Background: an optimization exercise with open tools, aiming at small area, a short achievable clock period and few clock cycles. Do not read the settings as production practice.
In this exercise RTL edits were held to simulation tests only and were not proved equivalent to the original.
Power is estimated from default activity; no workload was simulated.

==> flow/design.v <==
module meh16(
    input clk,
    input rst,
    input[15:0] in_port,
    output[15:0] out_port,
    output[11:0] mem_addr,
    output[15:0] mem_wdata,
    output mem_we,
    input[15:0] mem_rdata,
    output halted
);
localparam S_F = 4'd0;   
localparam S_M = 4'd1;   
localparam S_W = 4'd2;   
localparam S_P = 4'd3;   
localparam S_X = 4'd4;   
localparam S_L = 4'd5;   
localparam S_R = 4'd6;   
localparam S_T = 4'd7;   
localparam S_B = 4'd8;   
localparam S_C = 4'd9;   
localparam S_Z = 4'd10;  
localparam E_NONE  = 5'd0;
localparam E_LD    = 5'd1;
localparam E_ADD   = 5'd2;
localparam E_ADC   = 5'd3;
localparam E_SUB   = 5'd4;
localparam E_SBB   = 5'd5;
localparam E_AND   = 5'd6;
localparam E_OR    = 5'd7;
localparam E_XOR   = 5'd8;
localparam E_INC   = 5'd9;
localparam E_DEC   = 5'd10;
localparam E_RTL   = 5'd11;
localparam E_RTR   = 5'd12;
localparam E_NOT   = 5'd13;
localparam E_CLW   = 5'd14;
localparam E_MIW   = 5'd15;
localparam E_BWS   = 5'd16;
localparam E_BWC   = 5'd17;
localparam E_CLRC  = 5'd18;
localparam E_INCNC = 5'd19;
localparam E_MWO   = 5'd20;
localparam E_BOS   = 5'd21;
localparam E_BOC   = 5'd22;
localparam E_CLO   = 5'd23;
reg[11:0] pc;
reg[15:0] d;
reg[15:0] a;
reg c;
reg[15:0] outr;
reg[11:0] sp;
reg halt;
reg[3:0] st;
reg[4:0] eop;
reg lr;          
reg sq;          
reg sel_pc, sel_d, sel_sp, sel_a;
reg we;
reg wsel_pc;
assign mem_addr = ({12{sel_pc}} & pc) | ({12{sel_d}} & d[11:0]) |
                  ({12{sel_sp}} & sp) | ({12{sel_a}} & a[11:0]);
assign mem_wdata = wsel_pc ? {4'b0, pc} : a;
assign mem_we = we;
assign out_port = outr;
assign halted = halt;
wire[15:0] ins = mem_rdata;
wire[3:0] op = ins[15:12];
wire grp0 = (ins[15:10] == 6'b0);
wire[2:0] bg = ins[6:4];
wire[3:0] lo = ins[3:0];
wire[11:0] pc_inc = pc + 12'd1;
wire z_a = (a == 16'b0);
wire e_a = (eop == E_ADD) || (eop == E_ADC) || (eop == E_SUB) ||
           (eop == E_SBB) || (eop == E_AND) || (eop == E_OR) ||
           (eop == E_XOR) || (eop == E_INC) || (eop == E_DEC) ||
           (eop == E_RTL) || (eop == E_RTR) || (eop == E_NOT) ||
           (eop == E_CLW) || (eop == E_MIW) || (eop == E_BWS) ||
           (eop == E_BWC) || (eop == E_INCNC);
wire e_c = (eop == E_ADD) || (eop == E_ADC) || (eop == E_SUB) ||
           (eop == E_SBB) || (eop == E_INC) || (eop == E_DEC);
wire c_f = (eop == E_RTR) ? a[0] : (eop == E_RTL) ? a[15] :
           (eop == E_CLRC) ? 1'b0 : c;
wire lr_cond = d[15] ? ((d[13:12] == 2'b00) ? z_a :
                        (d[13:12] == 2'b01) ? c : a[15])
                     : a[d[3:0]];
wire squash = sq | (lr & lr_cond);
wire[11:0] redirect = (lr & d[15]) ? d[11:0] : pc_inc;
wire go = (st == S_F) && !halt && !squash;
wire take = (op == 4'hB) || ((op == 4'hC) && z_a && !e_a) ||
            ((op == 4'hD) && c_f && !e_c) || ((op == 4'hE) && a[15] && !e_a);
wire late = (((op == 4'hC) || (op == 4'hE)) && e_a) || ((op == 4'hD) && e_c) ||
            (grp0 && (bg == 3'd3));
reg[3:0] st_n;
always @(*) begin
    st_n = S_F;
    case (st)
        S_F: if (go) begin
            if (op != 4'h0) begin
                if (op == 4'hF) st_n = S_W;
                else if (op <= 4'hA) st_n = S_M;
            end else if (ins[11:10] != 2'b00) begin
                st_n = S_X;
            end else begin
                case (bg)
                    3'd6: st_n = S_T;
                    3'd7: if (lo >= 4'd2) st_n = S_B;
                    3'd0: case (lo)
                        4'h6: st_n = S_C;
                        4'h7, 4'h8: st_n = S_P;
                        4'hE: st_n = S_W;
                        4'hF: st_n = S_Z;
                        default: ;
                    endcase
                    default: ;
                endcase
            end
        end
        S_X: st_n = (d[11:10] == 2'b11) ? S_R : S_L;
        S_B: st_n = (d[3:0] == 4'd2) ? S_F : S_B;
        default: st_n = S_F;
    endcase
end
wire we_n = go && ((op == 4'h2) || (op == 4'hF) ||
                   (grp0 && (bg == 3'd0) && ((lo == 4'h8) || (lo == 4'hE))));
reg[4:0] eop_n;
always @(*) begin
    eop_n = E_NONE;
    case (st)
        S_F: if (go && grp0) begin
            case (bg)
                3'd1: eop_n = E_BWS;
                3'd2: eop_n = E_BWC;
                3'd4: eop_n = E_BOS;
                3'd5: eop_n = E_BOC;
                3'd7: eop_n = (lo == 4'd0) ? E_CLRC : E_RTL;
                3'd0: case (lo)
                    4'h1: eop_n = E_INC;
                    4'h2: eop_n = E_DEC;
                    4'h3: eop_n = E_RTL;
                    4'h4: eop_n = E_RTR;
                    4'h5: eop_n = E_NOT;
                    4'h6: eop_n = E_NOT;
                    4'h9: eop_n = E_MWO;
                    4'hA: eop_n = E_MIW;
                    4'hB: eop_n = E_CLW;
                    4'hC: eop_n = E_CLO;
                    default: ;
                endcase
                default: ;
            endcase
        end
        S_M: case (d[15:12])
            4'h1: eop_n = E_LD;
            4'h3: eop_n = E_ADD;
            4'h4: eop_n = E_ADC;
            4'h5: eop_n = E_SUB;
            4'h6: eop_n = E_SBB;
            4'h8: eop_n = E_AND;
            4'h9: eop_n = E_OR;
            4'hA: eop_n = E_XOR;
            default: ;
        endcase
        S_P: if (d[3:0] == 4'h7) eop_n = E_LD;
        S_L: eop_n = E_LD;
        S_B: eop_n = E_RTL;
        S_C: eop_n = E_INCNC;
        default: ;
    endcase
end
wire sp_dec = (st == S_W);
wire[12:0] sp_sum2 = {sp, 1'b1} + {(sp_dec ? 12'hFFF : {2'b00, d[9:0]}), !sp_dec};
wire[11:0] sp_sum = sp_sum2[12:1];
wire[15:0] mask = 16'b1 << d[3:0];
reg[15:0] yv;
reg sub;
reg cin;
always @(*) begin
    yv = 16'b0;
    sub = 1'b0;
    cin = 1'b0;
    case (eop)
        E_ADD: yv = d;
        E_ADC: begin yv = d; cin = c; end
        E_SUB: begin yv = d; sub = 1'b1; cin = 1'b1; end
        E_SBB: begin yv = d; sub = 1'b1; cin = !c; end
        E_INC, E_INCNC: cin = 1'b1;
        E_DEC: sub = 1'b1;
        E_RTL: yv = a;
        default: ;
    endcase
end
wire[17:0] sum2 = {1'b0, a, 1'b1} + {1'b0, yv ^ {16{sub}}, cin};
wire[15:0] sum = sum2[16:1];
wire cout = sum2[17];
reg[15:0] a_e;
reg a_w;
reg c_e;
reg c_w;
always @(*) begin
    a_e = sum;
    a_w = 1'b1;
    c_e = cout;
    c_w = 1'b0;
    case (eop)
        E_LD: a_e = d;
        E_ADD, E_ADC, E_INC, E_RTL: c_w = 1'b1;
        E_SUB, E_DEC: begin c_e = !cout; c_w = 1'b1; end
        E_SBB: begin c_e = !cout && !(c && (&d)); c_w = 1'b1; end
        E_INCNC: ;
        E_AND: a_e = a & d;
        E_OR: a_e = a | d;
        E_XOR: a_e = a ^ d;
        E_RTR: begin a_e = {1'b0, a[15:1]}; c_e = a[0]; c_w = 1'b1; end
        E_NOT: a_e = ~a;
        E_CLW: a_e = 16'b0;
        E_MIW: a_e = in_port;
        E_BWS: a_e = a | mask;
        E_BWC: a_e = a & ~mask;
        E_CLRC: begin a_w = 1'b0; c_e = 1'b0; c_w = 1'b1; end
        default: a_w = 1'b0;
    endcase
end
wire clr = rst || (st == S_Z);
always @(posedge clk) begin
    if (clr) begin
        a <= 16'b0;
        c <= 1'b0;
        outr <= 16'b0;
        sp <= 12'hFFF;
    end else begin
        if (a_w) a <= a_e;
        if (c_w) c <= c_e;
        case (eop)
            E_MWO: outr <= a;
            E_BOS: outr <= outr | mask;
            E_BOC: outr <= outr & ~mask;
            E_CLO: outr <= 16'b0;
            default: ;
        endcase
        if (st == S_W) sp <= sp_sum;
        else if ((st == S_X) && (d[11:10] != 2'b01)) sp <= sp_sum;
    end
end
always @(posedge clk) begin
    if (rst) begin
        pc <= 12'b0;
    end else begin
        case (st)
            S_F: if (!halt) begin
                if (squash) pc <= redirect;
                else if (take) pc <= ins[11:0];
                else pc <= pc_inc;
            end
            S_W: if (d[15]) pc <= d[11:0];
            S_R: pc <= ins[11:0];
            S_Z: pc <= 12'b0;
            default: ;
        endcase
    end
end
always @(posedge clk) begin
    d[15:12] <= mem_rdata[15:12];
    d[11:4] <= (st == S_X) ? sp_sum[11:4] : mem_rdata[11:4];
    d[3:0] <= (st == S_X) ? sp_sum[3:0] : (st == S_B) ? (d[3:0] - 4'd1) : mem_rdata[3:0];
end
always @(posedge clk) begin
    if (rst) begin
        st <= S_F;
        eop <= E_NONE;
        lr <= 1'b0;
        sq <= 1'b0;
        halt <= 1'b0;
        we <= 1'b0;
        wsel_pc <= 1'b0;
        sel_pc <= 1'b1;
        sel_d <= 1'b0;
        sel_sp <= 1'b0;
        sel_a <= 1'b0;
    end else begin
        st <= st_n;
        eop <= eop_n;
        lr <= go && late;
        sq <= (st == S_T) && in_port[d[3:0]];
        if (go && grp0 && (bg == 3'd0) && (lo == 4'hD)) halt <= 1'b1;
        we <= we_n;
        wsel_pc <= go && (op == 4'hF);
        sel_d <= (st_n == S_M) || (st_n == S_L) || (st_n == S_R);
        sel_sp <= (st_n == S_W);
        sel_a <= (st_n == S_P);
        sel_pc <= !((st_n == S_M) || (st_n == S_L) || (st_n == S_R) ||
                    (st_n == S_W) || (st_n == S_P));
    end
end
endmodule
==> flow/run.sh <==
#!/bin/bash
# synth_recipe.tcl (not shown) runs the flow's synth.tcl, then flattens the netlist and writes it again
# the make line also repeats each setting of config.mk as NAME=value (left out here)
make -C /OpenROAD-flow-scripts/flow DESIGN_CONFIG=/design/flow/config.mk WORK_HOME=/design/flow/orfs CLKGATE_MAP_FILE= SYNTH_SCRIPT=/design/flow/synth_recipe.tcl finish
==> flow/config.mk <==
export PLATFORM = sky130hd
export DESIGN_NAME = meh16
export DESIGN_NICKNAME = meh16
export VERILOG_FILES = /design/flow/design.v
export SDC_FILE = /design/flow/constraint.sdc
export NUM_CORES = 4
export LEC_CHECK = 0
export CAP_MARGIN = 20
export CORE_MARGIN = 2
export CORE_UTILIZATION = 40
export SLEW_MARGIN = 20
==> flow/constraint.sdc <==
create_clock -name core_clock -period 8.5 [get_ports {clk}]
set_input_delay 1.7000 -clock core_clock [delete_from_list [all_inputs] [get_ports {clk}]]
set_output_delay 1.7000 -clock core_clock [all_outputs]
set_load 0.01 [all_outputs]
==> qor.csv, run 1 <==
stage,metric,value,unit
timing,# setup viols final,0,
clock_tree,CTS clock-pin slew for the worst setup and hold paths,0.07,ns
synth,Cells after Synth,1219,
floorplanning,Die Y,153,um
grt,first-pass GRT wire length,52000,um
synth,number of synthesized flops with an enable pin,0,
critical_path,CP Class,reg -> reg,
clock_tree,Sink Count,95,
floorplanning,core area,0.0218,mm^2
power,Peak VDD IR,89.0,uV
timing,Hold Fails Final Rpt,0,
floorplanning,IO Pins,80,
grt,GR Layer Usage met1,39.1,%
timing,Slew HR,18.8,%
clock_tree,clk buf depth,2,
critical_path,CP Data Required Time,8.75,ns
timing,Final period util,57.0,%
synth,asr flop ratio synth,0,%
floorplanning,Cell Rows,54,
clock_tree,hold buffer count at cts,0,
timing,RSZ-0062 raised after global routing,false,
grt,met2 Use GR,42.8,%
grt,GR peak layer,met2,
place,Place WS,3.75,ns
synth,Ys Warns,1,
floorplanning,Initial Util,40.7,%
synth,post-synth top area cell,dfxtp_1,
clock_tree,level count of the clock H-tree,3,
clock_tree,# Post-CTS Setup Buffers,0,
grt,initial antenna violation count,1,
detailed_routing,Post-DRT Antenna Nets,0,
detailed_routing,DR DRC count,0,
detailed_routing,total number of vias,9727,
cells_and_area,final instance area,0.0101,mm^2
detailed_routing,routed wire length,33700,um
place,I/O Buffers,79,
timing,Final Max Tran Viols,0,
cells_and_area,Layout Cells excl Fill,1507,
detailed_routing,DR WL/cell,22.4,um
synth,mapped cell area,0.00888,mm^2
cells_and_area,layout cell share with drive strength beyond 1,6.28,%
clock_tree,post-cts gate resize count,0,
critical_path,startpoint types,register,
cells_and_area,Nets,1300,
place,placed wire-length estimate,24400,um
clock_tree,Num CTS Buffers,9,
synth,sequential cell area fraction in the yosys report,21.4,%
place,Placed Cells,1491,
power,leakage power,3.76,nW
clock_tree,CTS root buf,clkbuf_16,
timing,Max Fclk,207,MHz
floorplanning,die area,0.0234,mm^2
place,dpl cell area,0.00976,mm^2
synth,syn_nets,1297,
floorplanning,Die X,153,um
grt,vias in the first global route,8963,
timing,fin crit period,4.84,ns
clock_tree,CTS tree,built,
grt,GRT met3 Usage,5.70,%
critical_path,crit path DAT,5.09,ns
grt,gr ovfl total,0,
synth,library cells used by synthesis,70,
timing,TNS Setup,0,ns
detailed_routing,Detailed Route Iter0 Violations,1348,
grt,pin count of the biggest net entering global routing,28,
cells_and_area,"most common cell after layout, fill and taps aside",nand2_1,
synth,post-synthesis register bit count,95,
synth,Synth top area share,21.4,%
timing,Clock Skews,0.0114,ns
synth,synthesized area per cell,7.28,um^2
power,Power Density,131,mW/mm^2
synth,Main synth FF type,dfxtp_1,
min_path,min-delay worst type,reg -> reg,
critical_path,worst-path fanout max,20,
clock_tree,clock latency (worst-skew pair),0.37,ns
cells_and_area,Area Growth Syn to Fin,13.2,%
synth,Synth area leaders,"dfxtp_1 (21%), o21ai_0 (6.7%), ha_1 (5.9%)",
timing,setup ws final,3.66,ns
grt,total global-route track usage,27.9,%
critical_path,crit path capture type,register,
detailed_routing,Avg Vias per Cell,6.45,
timing,Worst Tran Pin Value,1.21,ns
cells_and_area,most frequent cells in the layout,"nand2_1 (127), o21ai_0 (118), nor2_1 (108)",
cells_and_area,# diodes,0,
power,total power draw,1.31,mW
critical_path,flop2flop setup slack,3.66,ns
run_status,outcome,timing/DRC/antenna clean,
job,Max-Cap Viols,0,
detailed_routing,first drt pass iteration count,8,
place,GP Congestion,0.950,
[logic make-up (layout without fill, tap and decap cells)]
family	Yosys count	in the layout	synth area share [%]
compound gates	424	424	31.4
buf+inv	131	139	5.61
simple gates	426	426	22.9
mux	47	47	7.10
fa+ha+maj	44	44	6.37
xor+xnor	52	52	5.13
flops	95	95	21.4
[sequential cells by signal, summed over array words and instances (netlist names), 4 cells and up, named ones only]
register  count
a            16
d            16
eop           5
outr         16
pc           12
sp           12
st            4
[where the power goes]
| part | internal [mW] | switching, mW | total (mW) |
|---|---|---|---|
| Combinational | 0.164 | 0.199 | 0.363 |
| Clock | 0.210 | 0.201 | 0.411 |
| Sequential | 0.469 | 0.0698 | 0.538 |
[stage by stage]
step / hold slack, ns / util (%)
floorplan: 0.470 / -
global placement: 0.480 / 44.7
detailed placement: 0.481 / 44.7
CTS: 0.495 / 46.0
global route: 0.536 / 46.1
finish: 0.496 / 46.1
[layout make-up]
class	count	area [um^2]
fill	2214	11800
multi-input combinational	993	6490
sequential	95	1900
timing repair buffer	97	926
tap	280	350
clock buffer	11	243
inverter	26	97.6
clock inverter	5	42.5
[critical path, stage by stage, from the launching register on]
cell,delay (ns)
dfxtp_1,0.66
nand2b_1,0.52
or3b_2,0.64
a21oi_2,0.17
buf_4,0.31
xnor2_1,0.12
ha_1,0.37
nand2_1,0.09
nor2_1,0.17
nand2_1,0.07
a211oi_1,0.37
o21ai_1,0.17
a2111oi_0,0.57
nor4_1,0.12
or3b_1,0.38
[synthesized netlist by cell type (22+ instances only)]
library cell and instances:
ha_1 42, clkbuf_1 91, nand2b_1 22, nor3_1 46
o21ai_0 118, dfxtp_1 95, nand3_1 24, xnor2_1 38
a222oi_1 26, inv_1 26, a22oi_1 44, nor2_1 110
a21oi_1 91, nand2_1 127
[metal layers]
metal | up-vias | routed length, um
li1 | 4541 | -
met1 | 4580 | 14300
met2 | 536 | 14800
met3 | 68 | 3580
met4 | 2 | 991
met5 | - | 13
[worst paths after layout]
check | start | end | cells past startpoint
min | outr[15] | outr[15] | 2
min reg2reg | outr[15] | outr[15] | 2
max | eop[1] | a[14] | 14
max reg2reg | eop[1] | a[14] | 14
Testbench counts, summed over its fixed seeds: cycles 87,416.
==> run 2: changes to the inputs <==
--- a/flow/config.mk
+++ b/flow/config.mk
@@ -9,3 +9,4 @@
 export CORE_MARGIN = 2
 export CORE_UTILIZATION = 40
+export SETUP_SLACK_MARGIN = 5
 export SLEW_MARGIN = 20
==> qor.csv, run 2 <==
stage,metric,value,unit,change
run_status,outcome,timing/DRC/antenna clean,,
power,Logic pwr share,27.3,%,-0.4 points
grt,first-pass GRT wire length,54400,um,+4.5%
synth,syn_nets,1297,,unchanged
critical_path,crit path capture type,output pin,,
critical_path,max incr delay on CP,0.59,ns,-0.07 ns
clock_tree,CTS root buf,clkbuf_16,,
floorplanning,Initial Util,40.7,%,unchanged
detailed_routing,Detailed Route Iter0 Violations,1368,,+1.5%
clock_tree,clk buf depth,2,,unchanged
timing,fin crit period,3.48,ns,-1.36 ns
critical_path,crit path DAT,1.78,ns,-3.31 ns
timing,RSZ-0062 raised after global routing,false,,
timing,Final period util,41.0,%,-16 points
grt,total global-route track usage,29.4,%,+1.5 points
power,Power Density,129,mW/mm^2,-1.5%
critical_path,startpoint types,register,,
grt,initial antenna violation count,1,,unchanged
detailed_routing,Post-DRT Antenna Nets,0,,unchanged
detailed_routing,first drt pass iteration count,8,,unchanged
floorplanning,IO Pins,80,,unchanged
place,GP Congestion,0.947,,-0.28%
clock_tree,Num CTS Buffers,9,,unchanged
clock_tree,clock latency (worst-skew pair),0.38,ns,about the same
timing,# setup viols final,0,,unchanged
cells_and_area,Area Growth Syn to Fin,19.8,%,
power,Seq pwr share,39.9,%,-1.1 points
floorplanning,die area,0.0234,mm^2,unchanged
grt,pin count of the biggest net entering global routing,36,,+29%
synth,post-synthesis register bit count,95,,unchanged
timing,Clock Skews,0.0143,ns,+0.00289 ns
place,Place WS,3.83,ns,+0.0771 ns
min_path,min-delay worst type,reg -> reg,,
detailed_routing,total number of vias,10200,,+5.0%
timing,setup ws final,5.02,ns,+1.36 ns
critical_path,CP Cell Sequence,a22oi_1 -> nand2_1 -> clkdlybuf4s50_1,,
timing,Slew HR,21.2,%,+2.4 points
critical_path,flop2flop setup slack,5.05,ns,+1.39 ns
cells_and_area,"most common cell after layout, fill and taps aside",nand2_1,,
synth,post-synth top area cell,dfxtp_1,,
power,Peak VDD IR,93.4,uV,+4.9%
detailed_routing,DR WL/cell,23.5,um,+4.8%
cells_and_area,Nets,1340,,+3.1%
min_path,Worst Hold End,outr[1],,
floorplanning,Die X,153,um,unchanged
grt,vias in the first global route,9355,,+4.4%
synth,Synth top area share,21.4,%,unchanged
power,Pint,0.875,mW,+3.9%
critical_path,"CP delay by family, top",flip-flops,,
grt,gr ovfl total,0,,unchanged
floorplanning,Cell Rows,54,,unchanged
clock_tree,Sink Count,95,,unchanged
power,Net Sw Power,0.493,mW,+4.9%
min_path,hold_sp,outr[1],,
floorplanning,core area,0.0218,mm^2,unchanged
detailed_routing,DR DRC count,0,,unchanged
synth,synthesized area per cell,7.28,um^2,unchanged
timing,Max Fclk,287,MHz,+39%
place,placed wire-length estimate,24500,um,+0.47%
clock_tree,level count of the clock H-tree,3,,unchanged
critical_path,Reg2Reg Launch Point,eop[3],,
synth,commonest cells in the netlist,"nand2_1 (127), o21ai_0 (118), nor2_1 (110)",,
critical_path,worst-path fanout max,16,,-20%
job,Max-Cap Viols,0,,unchanged
synth,library cells used by synthesis,70,,unchanged
synth,asr flop ratio synth,0,%,unchanged
timing,TNS Setup,0,ns,unchanged
cells_and_area,top flop regs,"a x16, d x16, outr x16",,
critical_path,CP max stage cell,dfxtp_2,,
synth,sequential cell area fraction in the yosys report,21.4,%,unchanged
synth,Cells after Synth,1219,,unchanged
cells_and_area,layout cell share with drive strength beyond 1,14.8,%,+8.6 points
clock_tree,CTS tree,built,,
detailed_routing,routed wire length,36300,um,+7.6%
min_path,WHS Path Cells,2,,unchanged
critical_path,reg2reg path depth,14,,unchanged
critical_path,CP Class,reg -> out,,
synth,Ys Warns,1,,unchanged
timing,Hold Fails Final Rpt,0,,unchanged
critical_path,Reg2Reg Capture Point,a[14],,
synth,Synth area leaders,"dfxtp_1 (21%), o21ai_0 (6.7%), ha_1 (5.9%)",,
detailed_routing,Avg Vias per Cell,6.60,,+2.3%
timing,Worst Tran Pin Value,1.18,ns,-0.0360 ns
cells_and_area,# diodes,0,,unchanged
power,switching share of power,36.0,%,+0.23 points
synth,Main synth FF type,dfxtp_1,,
floorplanning,Die Y,153,um,unchanged
cells_and_area,most frequent cells in the layout,"nand2_1 (123), o21ai_0 (113), nor2_1 (106)",,
synth,number of synthesized flops with an enable pin,0,,unchanged
synth,mapped cell area,0.00888,mm^2,unchanged
critical_path,CP Data Required Time,6.80,ns,-1.95 ns
critical_path,Worst Path Buf+Inv,1,,unchanged
clock_tree,CTS clock-pin slew for the worst setup and hold paths,0.08,ns,about the same
place,I/O Buffers,79,,unchanged
synth,most common cell in the synthesized netlist,nand2_1,,
power,Clock Power Share,32.8,%,+1.5 points
timing,Final Max Tran Viols,0,,unchanged
power,leakage power,4.05,nW,+7.6%
==> run 2: cell counts after synthesis <==
Identical to the previous run, type by type.
==> run 2: cell type report <==
type,instances,area [um^2]
flip-flops and latches,95,1970
repair buffers,136,1230
clock buffers,10,229
clock inverters,6,73.8
inverters,26,97.6
fillers,2176,11200
well taps,280,350
multi-input cells,994,6680
==> run 2: tightest hold or removal path, cell delays in order (launching register included) <==
cell and delay (ns):
dfxtp_1 0.32, o21ai_0 0.07, a21oi_1 0.07
==> run 2: power groups by stage <==
stage               logic (mW)  registers, mW  clock network, mW
CTS                      0.353          0.543              0.451
global placement         0.346          0.553                  0
detailed placement       0.348          0.552                  0
global route             0.406          0.546              0.467
finish                   0.374          0.545              0.449
floorplan                0.264          0.494                  0
==> run 2: worst max-delay path by stage <==
stage	startpoint	endpoint	slack, ns	cells after the start
2_1_floorplan	eop[0]	a[14]	5.01	16
3_3_place_gp	eop[1]	a[13]	3.90	13
3_5_place_dp	eop[1]	a[13]	3.83	13
4_1_cts	eop[0]	a[14]	5.00	14
5_1_grt	eop[3]	a[14]	4.94	14
6_report	d[1]	mem_addr[1]	5.02	3
==> run 2: through the flow <==
stage               std cells  power (mW)  area (um^2)  hold slack [ns]  utilization [%]
finish                   1547        1.37        10600            0.511             48.7
global route             1547        1.42        10600            0.548             48.7
CTS                      1514        1.35        10300            0.518             47.1
detailed placement       1488       0.900         9770            0.501             44.8
global placement         1488       0.898         9770            0.494             44.8
floorplan                1219       0.759         8930            0.470                -
==> run 2: logic make-up after synthesis <==
logic type / synth area share (%)
adder cells (fa/ha/maj): 6.37
AO/OA/AOI/OAI: 31.4
multiplexers: 7.10
buffers and inverters: 5.61
XOR/XNOR: 5.13
flip-flops: 21.4
AND/OR/NAND/NOR: 22.9
==> run 2: what timing repair did <==
item / CTS / global route
setup endpoints to repair: 69 / 33
buffers inserted: 9 / 33
cloned: 1 / 0
hold buffers: 0 / 0
pin swaps: 7 / 17
gates resized for setup: 65 / 38
==> run 2: metal layers <==
| layer | vias to the layer above | routed length (um) | track usage [%] |
|---|---|---|---|
| met5 | - | 0 | 0 |
| met4 | 0 | 1600 | 14.2 |
| met3 | 121 | 3640 | 5.64 |
| met2 | 620 | 16800 | 47.7 |
| met1 | 4845 | 14200 | 37.6 |
| li1 | 4624 | - | - |
==> run 3: changes to the inputs <==
--- a/flow/design.v
+++ b/flow/design.v
@@ -125,47 +125,42 @@
                    (grp0 && (bg == 3'd0) && ((lo == 4'h8) || (lo == 4'hE))));
 reg[4:0] eop_n;
-always @(*) begin
+reg[4:0] eop_f;      
+reg[4:0] eop_m;      
+always @(*) begin
+    eop_f = E_NONE;
+    if (bg == 3'd1) eop_f = E_BWS;
+    else if (bg == 3'd2) eop_f = E_BWC;
+    else if (bg == 3'd4) eop_f = E_BOS;
+    else if (bg == 3'd5) eop_f = E_BOC;
+    else if (bg == 3'd7) eop_f = (lo == 4'd0) ? E_CLRC : E_RTL;
+    else if (bg == 3'd0) begin
+        if (lo == 4'h1) eop_f = E_INC;
+        else if (lo == 4'h2) eop_f = E_DEC;
+        else if (lo == 4'h3) eop_f = E_RTL;
+        else if (lo == 4'h4) eop_f = E_RTR;
+        else if ((lo == 4'h5) || (lo == 4'h6)) eop_f = E_NOT;
+        else if (lo == 4'h9) eop_f = E_MWO;
+        else if (lo == 4'hA) eop_f = E_MIW;
+        else if (lo == 4'hB) eop_f = E_CLW;
+        else if (lo == 4'hC) eop_f = E_CLO;
+    end
+    eop_m = E_NONE;
+    if (d[15:12] == 4'h1) eop_m = E_LD;
+    else if (d[15:12] == 4'h3) eop_m = E_ADD;
+    else if (d[15:12] == 4'h4) eop_m = E_ADC;
+    else if (d[15:12] == 4'h5) eop_m = E_SUB;
+    else if (d[15:12] == 4'h6) eop_m = E_SBB;
+    else if (d[15:12] == 4'h8) eop_m = E_AND;
+    else if (d[15:12] == 4'h9) eop_m = E_OR;
+    else if (d[15:12] == 4'hA) eop_m = E_XOR;
     eop_n = E_NONE;
-    case (st)
-        S_F: if (go && grp0) begin
-            case (bg)
-                3'd1: eop_n = E_BWS;
-                3'd2: eop_n = E_BWC;
-                3'd4: eop_n = E_BOS;
-                3'd5: eop_n = E_BOC;
-                3'd7: eop_n = (lo == 4'd0) ? E_CLRC : E_RTL;
-                3'd0: case (lo)
-                    4'h1: eop_n = E_INC;
-                    4'h2: eop_n = E_DEC;
-                    4'h3: eop_n = E_RTL;
-                    4'h4: eop_n = E_RTR;
-                    4'h5: eop_n = E_NOT;
-                    4'h6: eop_n = E_NOT;
-                    4'h9: eop_n = E_MWO;
-                    4'hA: eop_n = E_MIW;
-                    4'hB: eop_n = E_CLW;
-                    4'hC: eop_n = E_CLO;
-                    default: ;
-                endcase
-                default: ;
-            endcase
-        end
-        S_M: case (d[15:12])
-            4'h1: eop_n = E_LD;
-            4'h3: eop_n = E_ADD;
-            4'h4: eop_n = E_ADC;
-            4'h5: eop_n = E_SUB;
-            4'h6: eop_n = E_SBB;
-            4'h8: eop_n = E_AND;
-            4'h9: eop_n = E_OR;
-            4'hA: eop_n = E_XOR;
-            default: ;
-        endcase
-        S_P: if (d[3:0] == 4'h7) eop_n = E_LD;
-        S_L: eop_n = E_LD;
-        S_B: eop_n = E_RTL;
-        S_C: eop_n = E_INCNC;
-        default: ;
-    endcase
+    if (st == S_F) begin
+        if (go && grp0) eop_n = eop_f;
+    end else if (st == S_M) eop_n = eop_m;
+    else if (st == S_P) begin
+        if (d[3:0] == 4'h7) eop_n = E_LD;
+    end else if (st == S_L) eop_n = E_LD;
+    else if (st == S_B) eop_n = E_RTL;
+    else if (st == S_C) eop_n = E_INCNC;
 end
 wire sp_dec = (st == S_W);
==> flow/flow/run.sh (new file) <==
#!/bin/bash
set -euo pipefail
W=$PWD
sed "s#^source \$::env(SCRIPTS_DIR)/synth.tcl#source $W/flow_synth_body.tcl#" \
    synth_recipe.tcl > flow_synth.tcl
sed "s#^source \$::env(SCRIPTS_DIR)/synth_preamble.tcl\$#&\nset abc_args [list -script $W/flow/area.abc {*}\$lib_args {*}\$lib_dont_use_args -constr \$::env(OBJECTS_DIR)/abc.constr]#" \
    "$FLOW_HOME/scripts/synth.tcl" > flow_synth_body.tcl
grep -q "flow_synth_body.tcl" flow_synth.tcl
grep -q "flow/area.abc" flow_synth_body.tcl
bash standard.sh "SYNTH_SCRIPT=$W/flow_synth.tcl" \
    "BUFFER_PORTS_ARGS=-buffer_cell sky130_fd_sc_hd__buf_2" \
    SETUP_SLACK_MARGIN=5.3 finish > flow_make.log 2>&1
test -s out/final.def
==> flow/flow/area.abc (new file) <==
strash
&get -n
&st
&dch
&nf
&put
topo
==> flow/standard.sh (new file) <==
#!/bin/bash
# synth_recipe.tcl (not shown) runs the flow's synth.tcl, then flattens the netlist and writes it again
# the make line also repeats each setting of config.mk as NAME=value (left out here)
make -C /OpenROAD-flow-scripts/flow DESIGN_CONFIG=/design/flow/config.mk WORK_HOME=/design/flow/orfs CLKGATE_MAP_FILE= SYNTH_SCRIPT=/design/flow/synth_recipe.tcl "${@:-finish}"
--- a/flow/config.mk
+++ b/flow/config.mk
@@ -8,5 +8,4 @@
 export CAP_MARGIN = 20
 export CORE_MARGIN = 2
-export CORE_UTILIZATION = 40
-export SETUP_SLACK_MARGIN = 5
+export CORE_UTILIZATION = 50
 export SLEW_MARGIN = 20
removed: flow/run.sh
==> qor.csv, run 3 <==
stage,metric,value,unit,change
run_status,outcome,timing/DRC/antenna clean,,
synth,number of synthesized flops with an enable pin,0,,unchanged
timing,RSZ-0062 raised after global routing,true,,
cells_and_area,top flop regs,"a x16, d x16, outr x16",,
floorplanning,Die X,132,um,-13%
cells_and_area,Layout Cells excl Fill,1502,,-2.9%
cells_and_area,# diodes,0,,unchanged
clock_tree,Sink Count,91,,-4.2%
clock_tree,CTS tree,built,,
place,Place WS,4.39,ns,+0.560 ns
clock_tree,CTS clock-pin slew for the worst setup and hold paths,0.08,ns,about the same
detailed_routing,DR WL/cell,23.6,um,+0.55%
timing,Worst Tran Pin Value,1.14,ns,-0.0398 ns
power,Power Density,130,mW/mm^2,+1.3%
place,GP Congestion,0.966,,+2.0%
floorplanning,Initial Util,51.5,%,+11 points
timing,# setup viols final,0,,unchanged
floorplanning,Cell Rows,46,,-15%
grt,gr ovfl total,0,,unchanged
clock_tree,clk buf depth,2,,unchanged
place,Placed Cells,1443,,-3.0%
synth,post-synth top area cell,dfxtp_1,,
timing,fin crit period,3.30,ns,-0.183 ns
synth,commonest cells in the netlist,"nand2_1 (170), a21oi_1 (131), nor2_1 (114)",,
detailed_routing,Post-DRT Antenna Nets,0,,unchanged
critical_path,Reg2Reg Capture Point,c,,
timing,Hold Fails Final Rpt,0,,unchanged
critical_path,Worst Setup EP,c,,
synth,post-synthesis register bit count,91,,-4.2%
synth,Ys Warns,1,,unchanged
synth,asr flop ratio synth,0,%,unchanged
synth,synthesized area per cell,7.31,um^2,+0.39%
place,I/O Buffers,79,,unchanged
grt,pin count of the biggest net entering global routing,30,,-17%
detailed_routing,Detailed Route Iter0 Violations,1298,,-5.1%
floorplanning,die area,0.0175,mm^2,-25%
synth,syn_nets,1197,,-7.7%
timing,Clock Skews,0.0116,ns,-0.00268 ns
critical_path,CP Class,reg -> reg,,
synth,library cells used by synthesis,61,,-13%
grt,first-pass GRT wire length,52600,um,-3.4%
floorplanning,Die Y,132,um,-13%
grt,initial antenna violation count,0,,-1
power,Peak VDD IR,100,uV,+7.4%
critical_path,Reg2Reg Launch Point,eop[2],,
critical_path,CP Data Required Time,8.77,ns,+1.97 ns
clock_tree,Num CTS Buffers,9,,unchanged
grt,total global-route track usage,38.2,%,+8.8 points
timing,Final period util,38.8,%,-2.2 points
synth,mapped cell area,0.00825,mm^2,-7.1%
job,Max-Cap Viols,0,,unchanged
cells_and_area,"most common cell after layout, fill and taps aside",nand2_1,,
synth,Synth area leaders,"dfxtp_1 (22%), a21oi_1 (8.0%), nand2_1 (7.7%)",,
critical_path,crit path DAT,3.57,ns,+1.79 ns
detailed_routing,routed wire length,35400,um,-2.4%
critical_path,worst-path fanout max,7,,-9
detailed_routing,total number of vias,10300,,+0.79%
synth,Main synth FF type,dfxtp_1,,
grt,vias in the first global route,9150,,-2.2%
cells_and_area,"Core Util, Final",64.7,%,+16 points
critical_path,startpoint types,register,,
critical_path,crit path capture type,register,,
floorplanning,IO Pins,80,,unchanged
timing,TNS Setup,0,ns,unchanged
detailed_routing,DR DRC count,0,,unchanged
synth,most common cell in the synthesized netlist,nand2_1,,
floorplanning,core area,0.0160,mm^2,-27%
clock_tree,level count of the clock H-tree,3,,unchanged
critical_path,flop2flop setup slack,5.20,ns,+0.15 ns
power,leakage power,3.96,nW,-2.3%
timing,Max Fclk,303,MHz,+5.5%
timing,Slew HR,23.8,%,+2.7 points
min_path,min-delay worst type,reg -> reg,,
cells_and_area,Area Growth Syn to Fin,25.5,%,
detailed_routing,first drt pass iteration count,6,,-2
timing,Final Max Tran Viols,0,,unchanged
synth,sequential cell area fraction in the yosys report,22.1,%,+0.67 points
clock_tree,clock latency (worst-skew pair),0.37,ns,about the same
detailed_routing,Avg Vias per Cell,6.85,,+3.8%
timing,setup ws final,5.20,ns,+0.183 ns
clock_tree,CTS root buf,clkbuf_16,,
synth,Synth top area share,22.1,%,+0.67 points
synth,Cells after Synth,1128,,-7.5%
clock_tree,hold buffer count at cts,0,,unchanged
cells_and_area,layout cell share with drive strength beyond 1,20.8,%,+5.9 points
cells_and_area,Nets,1350,,+0.75%
critical_path,crit path from,eop[2],,
cells_and_area,most frequent cells in the layout,"nand2_1 (163), a21oi_1 (120), nor2_1 (108)",,
place,placed wire-length estimate,23400,um,-4.7%
critical_path,reg2reg path depth,15,,+1
==> run 3: cell types whose count changed after synthesis, sizes merged, moves of 26 or more <==
cell,before,now
clkbuf,91,0
inv,26,0
a21oi,91,131
xor2,14,44
nor3,47,20
nand2,127,170
o21ai,121,93
==> run 3: layer usage <==
layer | wire, um | vias up | track usage (%)
met5 | 0 | - | 0
met4 | 2000 | 0 | 19.4
met3 | 4010 | 146 | 7.62
met2 | 15700 | 667 | 59.4
met1 | 13700 | 4779 | 50.5
li1 | - | 4699 | -
==> run 3: layout make-up <==
cell class / count / area [um^2]
timing repair buffer: 140 / 956
clock inverter: 7 / 65.1
multi-input combinational: 1024 / 6880
inverter: 15 / 65.1
fill: 1508 / 5650
sequential: 91 / 1890
tap: 216 / 270
clock buffer: 9 / 225
==> run 3: worst min path at each step <==
stage | from | end | slack [ns] | cells after the start
floorplan | pc[11] | pc[11] | 0.46 | 2
global placement | pc[11] | pc[11] | 0.50 | 2
detailed placement | sp[4] | sp[4] | 0.51 | 2
CTS | sp[10] | sp[10] | 0.52 | 2
global route | sp[10] | sp[10] | 0.55 | 2
finish | sp[10] | sp[10] | 0.52 | 2
==> run 3: timing repair <==
item	4_1_cts	5_1_grt
gates cloned	1	2
pin swaps	15	40
endpoints found under the setup margin	81	47
setup buffers	23	17
resized for setup	66	95
==> run 3: cells by family after synthesis <==
family	synth area share (%)
AND/OR/NAND/NOR	24.7
flip-flops	22.1
buffers and inverters	0.683
multiplexers	3.91
adder cells (fa/ha/maj)	5.49
XOR/XNOR	7.22
AO/OA/AOI/OAI	35.9
==> run 3: through the flow <==
step           power [mW]  hold slack (ns)  cell area [um^2]
2_1_floorplan       0.732            0.461              8300
3_5_place_dp        0.876            0.509              9130
5_1_grt              1.40            0.553             10300
6_report             1.35            0.519             10300
4_1_cts              1.30            0.520              9840
3_3_place_gp        0.873            0.500              9130
==> run 3: where the power goes <==
part / total [mW] / switching, mW / internal [mW]
clock: 0.422 / 0.215 / 0.207
sequential: 0.523 / 0.0735 / 0.449
combinational: 0.404 / 0.233 / 0.170
==> run 3: worst max-delay path: stages, from the launching register on <==
cell	delay, ns
dfxtp_4	0.40
or3b_4	0.43
o21bai_4	0.24
buf_12	0.15
a22oi_1	0.07
xor2_1	0.17
ha_1	0.36
nand2_2	0.09
o21a_1	0.20
o311a_1	0.30
o21ai_2	0.12
a211oi_2	0.11
buf_4	0.17
nor3b_4	0.15
a211oi_2	0.15
a21oi_1	0.08
Testbench counts of run 3, summed over its fixed seeds: cycles 87,416.
==> run 4: changes to the inputs <==
--- a/flow/config.mk
+++ b/flow/config.mk
@@ -9,3 +9,5 @@
 export CORE_MARGIN = 2
 export CORE_UTILIZATION = 50
+export CTS_BUF_LIST = sky130_fd_sc_hd__clkbuf_8
+export CTS_CLUSTER_SIZE = 30
 export SLEW_MARGIN = 20
==> qor.csv, run 4 <==
stage,metric,value,unit,change
critical_path,"CP delay by family, top",compound AO/OA/AOI/OAI gates,,
synth,sequential cell area fraction in the yosys report,22.1,%,unchanged
cells_and_area,"most common cell after layout, fill and taps aside",nand2_1,,
clock_tree,clk buf depth,2,,unchanged
detailed_routing,DR DRC count,0,,unchanged
run_status,outcome,timing/DRC/antenna clean,,
detailed_routing,Detailed Route Iter0 Violations,1467,,+13%
synth,commonest cells in the netlist,"nand2_1 (170), a21oi_1 (131), nor2_1 (114)",,
critical_path,CP max stage cell,or3b_4,,
job,Max-Cap Viols,0,,unchanged
detailed_routing,first drt pass iteration count,8,,+2
critical_path,crit path capture type,register,,
detailed_routing,routed wire length,35000,um,-1.2%
synth,Synth top area share,22.1,%,unchanged
synth,syn_nets,1197,,unchanged
clock_tree,Sink Count,91,,unchanged
floorplanning,Cell Rows,46,,unchanged
clock_tree,clock latency (worst-skew pair),0.41,ns,+0.04 ns
floorplanning,IO Pins,80,,unchanged
floorplanning,die area,0.0175,mm^2,unchanged
clock_tree,CTS clock-pin slew for the worst setup and hold paths,0.12,ns,+0.04 ns
detailed_routing,Avg Vias per Cell,6.82,,-0.51%
cells_and_area,top flop regs,"a x16, d x16, outr x16",,
timing,Final Max Tran Viols,0,,unchanged
critical_path,max incr delay on CP,0.43,ns,about the same
timing,TNS Setup,0,ns,unchanged
timing,Hold Fails Final Rpt,0,,unchanged
timing,RSZ-0062 raised after global routing,true,,
synth,most common cell in the synthesized netlist,nand2_1,,
timing,Max Fclk,303,MHz,+0.15%
cells_and_area,fillcell total,1570,,+4.1%
critical_path,CP Class,reg -> reg,,
critical_path,CP Cell Sequence,or3b_4 -> buf_4 -> a2bb2oi_4 -> xor2_1 -> ha_1 -> nand2_2 -> o21a_1 -> o311a_1 -> o21ai_2 -> a211oi_2 -> buf_4 -> nor3b_1 -> a211oi_1 -> a21oi_1,,
cells_and_area,"Core Util, Final",62.7,%,-1.9 points
power,leakage power,3.87,nW,-2.2%
clock_tree,level count of the clock H-tree,3,,unchanged
timing,Slew HR,22.7,%,-1.2 points
synth,synthesized area per cell,7.31,um^2,unchanged
synth,Main synth FF type,dfxtp_1,,
cells_and_area,Nets,1356,,+0.44%
cells_and_area,most frequent cells in the layout,"nand2_1 (165), a21oi_1 (129), nor2_1 (108)",,
grt,pin count of the biggest net entering global routing,30,,unchanged
synth,number of synthesized flops with an enable pin,0,,unchanged
cells_and_area,Area Growth Syn to Fin,21.7,%,
synth,Cells after Synth,1128,,unchanged
timing,Worst Tran Pin Value,1.16,ns,+0.0175 ns
place,GP Congestion,0.966,,unchanged
synth,library cells used by synthesis,61,,unchanged
grt,initial antenna violation count,1,,+1
critical_path,Worst Path Buf+Inv,2,,unchanged
timing,Final period util,38.8,%,-0.057 points
critical_path,cell repeated most along the worst path,buf_4,,
critical_path,startpoint types,register,,
place,placed wire-length estimate,23400,um,unchanged
floorplanning,Die Y,132,um,unchanged
clock_tree,CTS tree,built,,
clock_tree,Num CTS Buffers,9,,unchanged
detailed_routing,DR WL/cell,23.2,um,-1.6%
grt,gr ovfl total,0,,unchanged
timing,# setup viols final,0,,unchanged
floorplanning,Die X,132,um,unchanged
synth,mapped cell area,0.00825,mm^2,unchanged
timing,setup ws final,5.20,ns,+0.00487 ns
cells_and_area,final instance area,0.0100,mm^2,-3.0%
floorplanning,core area,0.0160,mm^2,unchanged
synth,post-synthesis register bit count,91,,unchanged
grt,total global-route track usage,38.4,%,+0.19 points
place,I/O Buffers,79,,unchanged
min_path,min-delay worst type,reg -> reg,,
cells_and_area,layout cell share with drive strength beyond 1,19.5,%,-1.3 points
timing,Clock Skews,0.0224,ns,+0.0108 ns
synth,asr flop ratio synth,0,%,unchanged
grt,vias in the first global route,9265,,+1.3%
detailed_routing,total number of vias,10300,,-0.049%
clock_tree,CTS root buf,clkbuf_8,,
timing,fin crit period,3.30,ns,-0.00487 ns
critical_path,CP Data Required Time,8.81,ns,+0.04 ns
power,Power Density,123,mW/mm^2,-5.9%
critical_path,worst-path fanout max,10,,+3
synth,Ys Warns,1,,unchanged
detailed_routing,Post-DRT Antenna Nets,0,,unchanged
synth,Synth area leaders,"dfxtp_1 (22%), a21oi_1 (8.0%), nand2_1 (7.7%)",,
floorplanning,Initial Util,51.5,%,unchanged
critical_path,crit path DAT,3.61,ns,+0.04 ns
place,dpl cell area,0.00913,mm^2,unchanged
power,Peak VDD IR,84.6,uV,-16%
place,Place WS,4.39,ns,unchanged
synth,post-synth top area cell,dfxtp_1,,
grt,first-pass GRT wire length,52700,um,+0.24%
run 4: repair_timing:
item                       CTS  global route
setup buffers               23            25
cloned                       1             0
hold buffers                 0             0
pin swaps                   18            18
setup endpoints to repair   85            52
resized for setup           77            31
run 4: cell families after synthesis:
kind of cell	count (synthesis)	synth area share, %
muxes	21	3.91
buffers and inverters	15	0.683
AOI/OAI and AO/OA	458	35.9
and+or+nand+nor	440	24.7
DFF	91	22.1
xor gates and xnor gates	68	7.22
adders and majority gates	35	5.49
run 4: stage by stage:
| stage | hold slack [ns] | std cells | power, mW |
|---|---|---|---|
| after floorplan | 0.461 | 1128 | 0.732 |
| final | 0.522 | 1509 | 1.23 |
| after global placement | 0.500 | 1443 | 0.873 |
| after detailed placement | 0.509 | 1443 | 0.876 |
| after global routing | 0.558 | 1508 | 1.28 |
| after CTS | 0.524 | 1483 | 1.20 |
run 4: worst paths after layout:
check / from / end / slack, ns / cells after the start
worst max-delay path: eop[2] / c / 5.20 / 14
worst min-delay path: sp[10] / sp[10] / 0.52 / 2
worst max register to register: eop[2] / c / 5.20 / 14
worst min register to register: sp[10] / sp[10] / 0.52 / 2
run 4: layout make-up:
cell class | count | area [um^2] | area share (%)
Antenna cell | 1 | 2.50 | 0.0249
Clock buffer | 9 | 124 | 1.23
Clock inverter | 7 | 65.1 | 0.648
Inverter | 15 | 62.6 | 0.623
Multi-Input combinational cell | 1023 | 6680 | 66.5
Sequential cell | 91 | 1890 | 18.9
Tap cell | 216 | 270 | 2.69
Timing Repair Buffer | 147 | 942 | 9.38
run 4: power breakdown:
part           internal, mW  leakage, nW  total [mW]  switching (mW)
registers             0.449        0.757       0.520          0.0702
clock network         0.115        0.100       0.317           0.202
logic                 0.164         3.01       0.394           0.230
run 4: worst register-to-register path: stages, from the launching register on:
cell	delay [ns]
dfxtp_4	0.42
or3b_4	0.43
buf_4	0.16
a2bb2oi_4	0.20
xor2_1	0.22
ha_1	0.35
nand2_2	0.09
o21a_1	0.22
o311a_1	0.30
o21ai_2	0.12
a211oi_2	0.10
buf_4	0.16
nor3b_1	0.14
a211oi_1	0.20
a21oi_1	0.09
run 4: layer usage:
metal  vias up  GRT usage (%)  wire, um
li1       4699              -         -
met2       687           59.4     15500
met3       150           7.28      3990
met5         -              0         0
met1      4750           50.2     13600
met4         0           22.0      1980
==> run 5: changes to the inputs <==
--- a/flow/config.mk
+++ b/flow/config.mk
@@ -10,4 +10,4 @@
 export CORE_UTILIZATION = 50
 export CTS_BUF_LIST = sky130_fd_sc_hd__clkbuf_8
-export CTS_CLUSTER_SIZE = 30
+export CTS_CLUSTER_SIZE = 20
 export SLEW_MARGIN = 20
==> qor.csv, run 5 <==
stage,metric,value,unit,change
timing,# setup viols final,0,,unchanged
critical_path,Worst Path Buf+Inv,2,,unchanged
clock_tree,Num CTS Buffers,9,,unchanged
detailed_routing,Detailed Route Iter0 Violations,1467,,unchanged
critical_path,worst-path fanout max,10,,unchanged
detailed_routing,DR WL/cell,23.2,um,unchanged
detailed_routing,Post-DRT Antenna Nets,0,,unchanged
critical_path,CP Cell Sequence,or3b_4 -> buf_4 -> a2bb2oi_4 -> xor2_1 -> ha_1 -> nand2_2 -> o21a_1 -> o311a_1 -> o21ai_2 -> a211oi_2 -> buf_4 -> nor3b_1 -> a211oi_1 -> a21oi_1,,
place,Placed Cells,1443,,unchanged
place,I/O Buffers,79,,unchanged
cells_and_area,area of the multi-input gates,0.00668,mm^2,unchanged
synth,post-synth top area cell,dfxtp_1,,
job,Max-Cap Viols,0,,unchanged
cells_and_area,most frequent cells in the layout,"nand2_1 (165), a21oi_1 (129), nor2_1 (108)",,
timing,RSZ-0062 raised after global routing,true,,
grt,pin count of the biggest net entering global routing,30,,unchanged
synth,library cells used by synthesis,61,,unchanged
synth,post-synthesis register bit count,91,,unchanged
synth,Synth top area share,22.1,%,unchanged
place,GP Congestion,0.966,,unchanged
critical_path,reg2reg path depth,14,,unchanged
cells_and_area,Nets,1356,,unchanged
detailed_routing,Avg Vias per Cell,6.82,,unchanged
timing,TNS Setup,0,ns,unchanged
synth,sequential cell area fraction in the yosys report,22.1,%,unchanged
clock_tree,Sink Count,91,,unchanged
cells_and_area,Area Growth Syn to Fin,21.7,%,unchanged
cells_and_area,top flop regs,"a x16, d x16, outr x16",,
detailed_routing,first drt pass iteration count,8,,unchanged
grt,total global-route track usage,38.4,%,unchanged
detailed_routing,routed wire length,35000,um,unchanged
clock_tree,clk buf depth,2,,unchanged
min_path,hold_sp,sp[10],,
grt,vias in the first global route,9265,,unchanged
timing,fin crit period,3.30,ns,unchanged
timing,Max Fclk,303,MHz,unchanged
clock_tree,CTS clock-pin slew for the worst setup and hold paths,0.12,ns,about the same
synth,number of synthesized flops with an enable pin,0,,unchanged
synth,commonest cells in the netlist,"nand2_1 (170), a21oi_1 (131), nor2_1 (114)",,
synth,Ys Warns,1,,unchanged
clock_tree,CTS tree,built,,
synth,Synth area leaders,"dfxtp_1 (22%), a21oi_1 (8.0%), nand2_1 (7.7%)",,
power,leakage power,3.87,nW,unchanged
critical_path,crit path DAT,3.61,ns,about the same
cells_and_area,Layout Cells excl Fill,1509,,unchanged
min_path,Worst Hold End,sp[10],,
grt,gr ovfl total,0,,unchanged
power,total power draw,1.23,mW,unchanged
grt,first-pass GRT wire length,52700,um,unchanged
min_path,WHS Path Cells,2,,unchanged
clock_tree,clock latency (worst-skew pair),0.41,ns,about the same
critical_path,CP Data Required Time,8.81,ns,about the same
floorplanning,Die X,132,um,unchanged
run_status,outcome,timing/DRC/antenna clean,,
synth,asr flop ratio synth,0,%,unchanged
synth,most common cell in the synthesized netlist,nand2_1,,
critical_path,max incr delay on CP,0.43,ns,about the same
critical_path,CP max stage cell,or3b_4,,
floorplanning,Die Y,132,um,unchanged
critical_path,Reg2Reg Capture Point,c,,
detailed_routing,DR DRC count,0,,unchanged
power,Peak VDD IR,84.6,uV,unchanged
floorplanning,core area,0.0160,mm^2,unchanged
synth,syn_nets,1197,,unchanged
timing,Worst Tran Pin Value,1.16,ns,unchanged
synth,mapped cell area,0.00825,mm^2,unchanged
critical_path,flop2flop setup slack,5.20,ns,about the same
clock_tree,hold buffer count at cts,0,,unchanged
floorplanning,Cell Rows,46,,unchanged
floorplanning,die area,0.0175,mm^2,unchanged
timing,Final period util,38.8,%,unchanged
detailed_routing,total number of vias,10300,,unchanged
critical_path,"CP delay by family, top",compound AO/OA/AOI/OAI gates,,
place,placed wire-length estimate,23400,um,unchanged
timing,Hold Fails Final Rpt,0,,unchanged
clock_tree,level count of the clock H-tree,3,,unchanged
critical_path,crit path capture type,register,,
cells_and_area,Sequential Area,0.00189,mm^2,unchanged
synth,synthesized area per cell,7.31,um^2,unchanged
synth,Cells after Synth,1128,,unchanged
synth,Main synth FF type,dfxtp_1,,
clock_tree,CTS root buf,clkbuf_8,,
critical_path,Reg2Reg Launch Point,eop[2],,
cells_and_area,layout cell share with drive strength beyond 1,19.5,%,unchanged
floorplanning,IO Pins,80,,unchanged
critical_path,CP Class,reg -> reg,,
cells_and_area,"most common cell after layout, fill and taps aside",nand2_1,,
timing,Slew HR,22.7,%,unchanged
min_path,min-delay worst type,reg -> reg,,
grt,initial antenna violation count,1,,unchanged
cells_and_area,fillcell total,1570,,unchanged
critical_path,startpoint types,register,,
timing,Final Max Tran Viols,0,,unchanged
floorplanning,Initial Util,51.5,%,unchanged
critical_path,cell repeated most along the worst path,buf_4,,
timing,Clock Skews,0.0224,ns,unchanged
power,Power Density,123,mW/mm^2,unchanged
run 5: cell counts after synthesis:
No cell type changed its count.
run 5: how the worst max path moves through the flow:
stage,from,end,slack (ns),depth (start not counted)
after global placement,eop[1],c,4.43,13
after floorplan,eop[2],c,5.22,13
after detailed placement,eop[1],c,4.39,13
after global routing,eop[3],c,5.10,16
final,eop[2],c,5.20,14
after CTS,eop[2],c,5.21,14
run 5: repair_timing:
item | CTS | global route
pin swaps | 18 | 18
gates resized for setup | 77 | 31
buffers inserted | 23 | 25
cloned | 1 | 0
setup endpoints to repair | 85 | 52
run 5: area by class of cell:
cell class / instances / share of cell area [%]
sequential: 91 / 18.9
clock inverter: 7 / 0.648
inverter: 15 / 0.623
clock buffer: 9 / 1.23
tap: 216 / 2.69
timing repair buffer: 147 / 9.38
antenna: 1 / 0.0249
multi-input combinational: 1023 / 66.5
run 5: cells by family after synthesis:
kind of cell	synth area share (%)
fa+ha+maj	5.49
simple gates	24.7
flops	22.1
mux	3.91
compound gates	35.9
buf+inv	0.683
xor+xnor	7.22
run 5: worst reg2reg max path, cell delays in order (launching register included):
cell and delay [ns]:
dfxtp_4 0.42, or3b_4 0.43, buf_4 0.16, a2bb2oi_4 0.20
xor2_1 0.22, ha_1 0.35, nand2_2 0.09, o21a_1 0.22
o311a_1 0.30, o21ai_2 0.12, a211oi_2 0.10, buf_4 0.16
nor3b_1 0.14, a211oi_1 0.20, a21oi_1 0.09
run 5: routing by layer:
metal	wire length, um	up-vias	GRT usage (%)
li1	-	4699	-
met1	13600	4750	50.2
met2	15500	687	59.4
met3	3990	150	7.28
met4	1980	0	22.0
met5	0	-	0
run 5: report_power, final:
group          total [mW]  leakage (nW)  internal, mW  switching (mW)
Combinational       0.394          3.01         0.164           0.230
Sequential          0.520         0.757         0.449          0.0702
Clock               0.317         0.100         0.115           0.202
Total                1.23          3.87         0.728           0.503
run 5: stage by stage:
stage | instance area, um^2 | worst slack (ns) | util, % | hold slack, ns
final | 10000 | 5.20 | 62.7 | 0.522
after global routing | 10000 | 5.10 | 62.7 | 0.558
after floorplan | 8300 | 5.22 | - | 0.461
after CTS | 9730 | 5.21 | 60.8 | 0.524
after global placement | 9130 | 4.43 | 57.1 | 0.500
after detailed placement | 9130 | 4.39 | 57.1 | 0.509
==> run 6: changes to the inputs <==
--- a/flow/flow/run.sh
+++ b/flow/flow/run.sh
@@ -10,4 +10,4 @@
 bash standard.sh "SYNTH_SCRIPT=$W/flow_synth.tcl" \
     "BUFFER_PORTS_ARGS=-buffer_cell sky130_fd_sc_hd__buf_2" \
-    SETUP_SLACK_MARGIN=5.3 finish > flow_make.log 2>&1
+    SETUP_SLACK_MARGIN=5.45 finish > flow_make.log 2>&1
 test -s out/final.def
--- a/flow/config.mk
+++ b/flow/config.mk
@@ -10,4 +10,4 @@
 export CORE_UTILIZATION = 50
 export CTS_BUF_LIST = sky130_fd_sc_hd__clkbuf_8
-export CTS_CLUSTER_SIZE = 20
+export CTS_CLUSTER_SIZE = 30
 export SLEW_MARGIN = 20
==> qor.csv, run 6 <==
stage,metric,value,unit,change
run_status,outcome,timing/DRC/antenna clean,,
critical_path,crit path from,eop[3],,
timing,Final Max Tran Viols,0,,unchanged
grt,total global-route track usage,39.1,%,+0.70 points
timing,Max Fclk,296,MHz,-2.4%
clock_tree,Sink Count,91,,unchanged
critical_path,reg2reg path depth,13,,-1
cells_and_area,top flop regs,"a x16, d x16, outr x16",,
cells_and_area,"most common cell after layout, fill and taps aside",nand2_1,,
grt,initial antenna violation count,0,,-1
floorplanning,core area,0.0160,mm^2,unchanged
timing,TNS Setup,0,ns,unchanged
place,dpl cell area,0.00917,mm^2,+0.47%
critical_path,CP Class,reg -> reg,,
detailed_routing,total number of vias,10800,,+5.3%
cells_and_area,Nets,1406,,+3.7%
detailed_routing,DR WL/cell,23.9,um,+3.0%
place,Place WS,4.55,ns,+0.161 ns
timing,Hold Fails Final Rpt,0,,unchanged
critical_path,Worst Setup EP,c,,
place,GP Congestion,0.973,,+0.77%
cells_and_area,layout cell share with drive strength beyond 1,26.8,%,+7.2 points
timing,Clock Skews,0.0204,ns,-0.00198 ns
synth,Ys Warns,1,,unchanged
synth,main combinational cell family by area after synthesis,compound AO/OA/AOI/OAI gates,,
synth,number of synthesized flops with an enable pin,0,,unchanged
synth,library cells used by synthesis,61,,unchanged
detailed_routing,Detailed Route Iter0 Violations,1377,,-6.1%
detailed_routing,routed wire length,37200,um,+6.3%
critical_path,Reg2Reg Capture Point,c,,
floorplanning,Die Y,132,um,unchanged
floorplanning,Initial Util,51.5,%,unchanged
critical_path,Reg2Reg Launch Point,eop[3],,
critical_path,crit path DAT,3.66,ns,+0.05 ns
floorplanning,die area,0.0175,mm^2,unchanged
critical_path,CP Cell Sequence,or3b_4 -> o21bai_4 -> a22oi_2 -> xor2_1 -> ha_1 -> a21oi_2 -> o21a_1 -> o311a_1 -> o21ai_4 -> a211oi_4 -> nor4b_2 -> a211oi_1 -> a21oi_1,,
synth,XOR/XNOR Fraction of Synth Area,7.22,%,unchanged
timing,RSZ-0062 raised after global routing,true,,
clock_tree,CTS tree,built,,
detailed_routing,Avg Vias per Cell,6.95,,+2.0%
synth,Synth area leaders,"dfxtp_1 (22%), a21oi_1 (8.0%), nand2_1 (7.7%)",,
synth,Main synth FF type,dfxtp_1,,
floorplanning,Die X,132,um,unchanged
synth,Post-Synth Adder-Cell Area,5.49,%,unchanged
synth,asr flop ratio synth,0,%,unchanged
cells_and_area,"Core Util, Final",68.6,%,+5.9 points
synth,Synth top area share,22.1,%,unchanged
timing,# setup viols final,0,,unchanged
clock_tree,hold buffer count at cts,0,,unchanged
detailed_routing,Post-DRT Antenna Nets,0,,unchanged
timing,Worst Tran Pin Value,1.08,ns,-0.0775 ns
synth,synthesized area per cell,7.31,um^2,unchanged
critical_path,CP Data Required Time,8.78,ns,-0.03 ns
power,Peak VDD IR,102,uV,+21%
cells_and_area,# diodes,0,,-1
synth,commonest cells in the netlist,"nand2_1 (170), a21oi_1 (131), nor2_1 (114)",,
place,placed wire-length estimate,23200,um,-0.53%
job,Max-Cap Viols,0,,unchanged
grt,pin count of the biggest net entering global routing,30,,unchanged
detailed_routing,first drt pass iteration count,8,,unchanged
synth,Cells after Synth,1128,,unchanged
floorplanning,Cell Rows,46,,unchanged
timing,setup ws final,5.12,ns,-0.0821 ns
critical_path,flop2flop setup slack,5.12,ns,-0.08 ns
clock_tree,clk buf depth,2,,unchanged
power,Power Density,120,mW/mm^2,-2.0%
grt,vias in the first global route,9356,,+0.98%
detailed_routing,DR DRC count,0,,unchanged
critical_path,max incr delay on CP,0.47,ns,+0.04 ns
critical_path,crit path capture type,register,,
clock_tree,clock latency (worst-skew pair),0.40,ns,about the same
synth,most common cell in the synthesized netlist,nand2_1,,
synth,mapped cell area,0.00825,mm^2,unchanged
critical_path,CP max stage cell,or3b_4,,
floorplanning,IO Pins,80,,unchanged
synth,Synth Area in Compound Gates,35.9,%,unchanged
synth,mux contribution to synthesized area,3.91,%,unchanged
synth,Post-Synth Simple-Gate Area,24.7,%,unchanged
clock_tree,Num CTS Buffers,9,,unchanged
timing,Slew HR,28.1,%,+5.5 points
grt,first-pass GRT wire length,53600,um,+1.8%
synth,sequential cell area fraction in the yosys report,22.1,%,unchanged
cells_and_area,most frequent cells in the layout,"nand2_1 (160), a21oi_1 (116), nor2_1 (106)",,
synth,post-synth top area cell,dfxtp_1,,
timing,Final period util,39.7,%,+0.97 points
synth,post-synthesis register bit count,91,,unchanged
min_path,min-delay worst type,reg -> reg,,
cells_and_area,Area Growth Syn to Fin,33.2,%,
synth,syn_nets,1197,,unchanged
grt,gr ovfl total,0,,unchanged
clock_tree,CTS root buf,clkbuf_8,,
timing,fin crit period,3.38,ns,+0.0821 ns
cells_and_area,final instance area,0.0110,mm^2,+9.4%
critical_path,startpoint types,register,,
clock_tree,CTS clock-pin slew for the worst setup and hold paths,0.10,ns,-0.02 ns
place,I/O Buffers,79,,unchanged
power,leakage power,4.29,nW,+11%
clock_tree,level count of the clock H-tree,3,,unchanged
critical_path,worst-path fanout max,6,,-4
[run 6: changes by cell type in the layout (fill, tap and decap cells not counted), moves of 5 or more]
cell | previous run | this run
dfxtp_1 | 60 | 52
dfxtp_2 | 18 | 23
a21oi_1 | 129 | 116
nand2_1 | 165 | 160
buf_4 | 63 | 99
mux2_4 | 0 | 10
o21ai_1 | 11 | 16
mux2_1 | 10 | 0
a21oi_2 | 1 | 13
buf_2 | 79 | 60
o21ai_0 | 81 | 74
buf_6 | 3 | 24
[run 6: worst min path at each step]
stage	start	end	slack (ns)	depth (start not counted)
2_1_floorplan	pc[11]	pc[11]	0.46	2
3_3_place_gp	sp[4]	sp[4]	0.50	2
3_5_place_dp	sp[6]	sp[6]	0.50	2
4_1_cts	pc[2]	pc[2]	0.51	2
5_1_grt	pc[3]	pc[3]	0.53	2
6_report	sp[6]	sp[6]	0.51	2
[run 6: power breakdown]
group          internal (mW)  switching [mW]  total [mW]
Sequential             0.450          0.0580       0.508
Combinational          0.203           0.269       0.472
Clock                  0.162           0.178       0.340
[run 6: logic make-up after synthesis]
kind of cell	Yosys count
multiplexers	21
adder cells (fa/ha/maj)	35
flip-flops	91
XOR/XNOR	68
AO/OA/AOI/OAI	458
buffers and inverters	15
AND/OR/NAND/NOR	440
[run 6: cell type report]
type	instances	area, um^2
Clock buffer	12	165
Clock inverter	4	55.1
Fill cell	1366	5020
Inverter	15	65.1
Multi-Input combinational cell	1027	7040
Sequential cell	91	1910
Tap cell	216	270
Timing Repair Buffer	193	1480
[run 6: layer usage]
layer  global-route usage, %  part of all wire [%]  vias up
met1                    51.1                    38     4996
li1                        -                     -     4813
met2                    61.6                    43      820
met4                    19.3                   6.8        0
met3                    7.93                    12      199
met5                       0                     0        -
[run 6: per-stage QoR]
step	power, mW	instances	hold WS, ns
finish	1.32	1558	0.514
CTS	1.25	1516	0.513
floorplan	0.733	1128	0.461
global placement	0.875	1442	0.495
global route	1.36	1558	0.527
detailed placement	0.876	1442	0.502
[run 6: critical path, delay by kind of cell, from the launching register on]
kind                       cells  cell delay (ns)
AOI/OAI and AO/OA              9             1.81
xor gates and xnor gates       1             0.16
adders and majority gates      1             0.36
DFF                            1             0.38
and+or+nand+nor                2             0.56
[run 6: repair_timing]
item	in CTS	in global routing
setup endpoints to repair	76	66
buffers inserted	55	40
pin swaps	29	62
gates resized for setup	128	100
gates cloned	3	2

==> re-timing with driven ports <==
Ports are ideal in the flow. The routed layouts listed here were re-timed in OpenROAD. Step 1 assumes that a clkbuf_16 drives the clock port and a buf_2 every other input. Step 2 times the ports against the registers' clock, not the clock port: input delays grow and output delays shrink by t, the midpoint of the rising clock arrivals with the driver on. a / b / c = ideal ports / drivers / drivers and shift; a / b = the first two.
| run | t (ns) | setup slack, ns | worst register clock-pin slew, ns |
|---|---|---|---|
| run 1 | 0.401 | 3.659 / 3.659 / 3.659 | 0.08 / 0.08 |
| run 2 | 0.417 | 5.016 / 4.968 / 4.689 | 0.09 / 0.09 |
| run 3 | 0.410 | 5.199 / 5.199 / 4.843 | 0.08 / 0.08 |
| run 4 | 0.444 | 5.204 / 5.204 / 4.908 | 0.12 / 0.12 |
| run 5 | 0.444 | 5.204 / 5.204 / 4.908 | 0.12 / 0.12 |
| run 6 | 0.433 | 5.122 / 5.122 / 4.914 | 0.11 / 0.11 |
After both steps setup and hold are still met in every run listed. For run 3, which loses most, drivers alone change the setup slack by 0.000 ns; drivers and shift together by -0.356 ns.
